This design comes from an exercise in tuning for small area, a short achievable clock period and few clock cycles on the open sky130 flow, not from production work. Function was checked by simulation only, so behaviour that the tests miss may differ from the original. No activity file was given, so power comes from the tool's default toggle rates.

Setup of build 15:
==> flow/design.v (excerpt) <==
module Core(
	input						clk,
	input						rst,
	input						debug_core,
	input						debug_next_inst,
	input			[15:0]	data_from_ram,
	input			[15:0]	mouse_x,
	input			[15:0]	mouse_y,
	input						x_overflow,
	input						y_overflow,
	input						data_ready,
	input						left_click,
	input						right_click,
	output reg	[14:0]	ram_address,
	output		[15:0]	data_to_ram,
	output reg				web
	);
For scale: ~4,400 cells after synthesis, roughly 670 flip-flops, ~89 I/O pins.
clock: 7.0 ns
lec_check: 0
abc_area: 1
cap_margin: 20
core_margin: 2
core_utilization: 55
place_density: 0.7
setup_slack_margin: 4.2
slew_margin: 20
tns_end_percent: 0
run.sh (not shown) runs the stock make flow with config.mk's settings and CLKGATE_MAP_FILE= SYNTH_SCRIPT=/design/flow/synth_recipe.tcl, a recipe that flattens the netlist after the stock synthesis.
Testbench counts of build 15, summed over its fixed seeds: cycles 56,511.
### build 15 -> build 58
Settings: PLACE_DENSITY: 0.7 -> 0.6; TNS_END_PERCENT: 0 -> unset; CORE_UTILIZATION: 55 -> 40.
==> results.txt <==
- Build 58 vs. build 15: timing-limited maximum frequency moved up; aggregate routed wire length moved up.
- Fraction of area in multi-input gates essentially unchanged between build 15 and build 58.
Relative to build 58, the following input files were edited for build 82:
Settings: a change of SETUP_SLACK_MARGIN from 4.2 to 4.5; an added CTS_CLUSTER_DIAMETER of 100; a change of PLACE_DENSITY from 0.6 to 0.65; an added TNS_END_PERCENT of 0; an added CTS_CLUSTER_SIZE of 25; a change of CORE_UTILIZATION from 40 to 50.
Results
Build 82 finished all stages; the layout is clean. Detail-routed via count per cell ended up 3.1% higher on build 82 than on build 58. The fraction of registers with async set/reset on build 58 is in line with that on build 82. Relative to build 58, build 82 degrades post-route worst setup slack. Summary of build 82 over build 58: total number of sequential cells neither gained nor lost much, area added between synthesis and finish lower. Min final critical-path required period across build 58 and build 82: build 58. Sequential power delta (build 82 -> build 58): insignificant.
## Diff of input files: build 94 against build 82
Settings: a change of PLACE_DENSITY from 0.65 to 0.7; a change of CORE_UTILIZATION from 50 to 55.
## What came out
Build 94 completed end to end with timing, DRC and antenna clean. Compared build 94 vs build 82, and ratio of cells with drive above 1 in the final layout is up in build 94. Cmp build 94 vs build 82: power higher in build 94. Number of logic stages on the critical path including buffering, build 94 and build 82: larger value in build 82. Build 94 vs. build 82: length of routed met2 wiring went down by about 1.2%; net switching fraction of the power picked up an extra 0.21 points; number of inverters outside the clock class in the layout stayed essentially flat; clock network fraction of total power was more or less identical. For build 82, the slowest stage cell on the critical path was sky130_fd_sc_hd__edfxtp_1, unlike build 94, where it was sky130_fd_sc_hd__a211oi_2.
Setup changes, build 94 to build 28
Settings: SETUP_SLACK_MARGIN changed from 4.5 to 4.8.
==> results.txt <==
- Diff build 94 -> build 28: setup slack about even; post-detailed-placement half-perimeter wirelength barely changed; simple-gate portion of the synthesized area held; met1 demand-to-capacity share in global routing flat; number of instances in the synthesized netlist level.
- From build 94 to build 28, met1 layer wirelength in the final routing did not move at all.
- ~same cell count along the critical path in build 94 and build 28
- From build 28 to build 94, post-synthesis register bit count did not move at all.
- Worst hold slack came out exactly the same in build 94 and build 28.
- Build 28 -> build 94: net switching component of the power delta 0, exact match
- Compared build 28 against build 94; fmax within noise.


Another version of the RTL of Core (not shown whole).
For scale: roughly 89 I/O pins.
Settings: LEC_CHECK=0, ABC_AREA=1, CAP_MARGIN=20, CORE_MARGIN=2, CORE_UTILIZATION=55, CTS_CLUSTER_DIAMETER=60, CTS_CLUSTER_SIZE=25, PLACE_DENSITY=0.7, SETUP_SLACK_MARGIN=4.2, SLEW_MARGIN=20, TNS_END_PERCENT=0; clock period 7.0 ns.
The first run passed the timing, DRC and antenna checks.
Testbench counts at the start, summed over its fixed seeds: cycles 55,308.
Edit:
Settings changed: CTS_CLUSTER_DIAMETER 60 to 100, SETUP_SLACK_MARGIN 4.2 to 4.5.
After rerunning: The new run produced a clean layout. Flip-flop and latch count does not change. Wire length fell by 0.78%. Power drops by 7.2%.

port drivers added, routing unchanged:
The results above use ideal ports. As a check the final layouts listed here were re-extracted and re-timed, cells and wires unchanged.
Step 1 assumes that a clkbuf_16 drives the clock port and a buf_2 every other input.
Step 2 times the ports against the registers' clock, not the clock port: input delays grow and output delays shrink by t, the midpoint of the rising clock arrivals with the driver on.
Three values: no drivers, after step 1, after step 2; two values: the first two.
run	shift t [ns]	setup slack, ns	worst register clock-pin slew, ns
build 15	0.711	3.581 / 3.581 / 3.323	0.07 / 0.07
build 58	0.710	3.745 / 3.745 / 3.334	0.07 / 0.07
build 82	0.677	3.685 / 3.685 / 3.253	0.12 / 0.12
build 94	0.679	3.709 / 3.709 / 3.272	0.11 / 0.11
build 28	0.679	3.709 / 3.709 / 3.272	0.11 / 0.11
the first run of note 2	0.711	3.610 / 3.610 / 3.077	0.09 / 0.09
the second run of note 2	0.679	3.530 / 3.530 / 3.052	0.12 / 0.12
After both steps setup and hold are still met in every run listed. For the first run of note 2, which loses most, drivers alone change the setup slack by 0.000 ns; drivers and shift together by -0.533 ns.
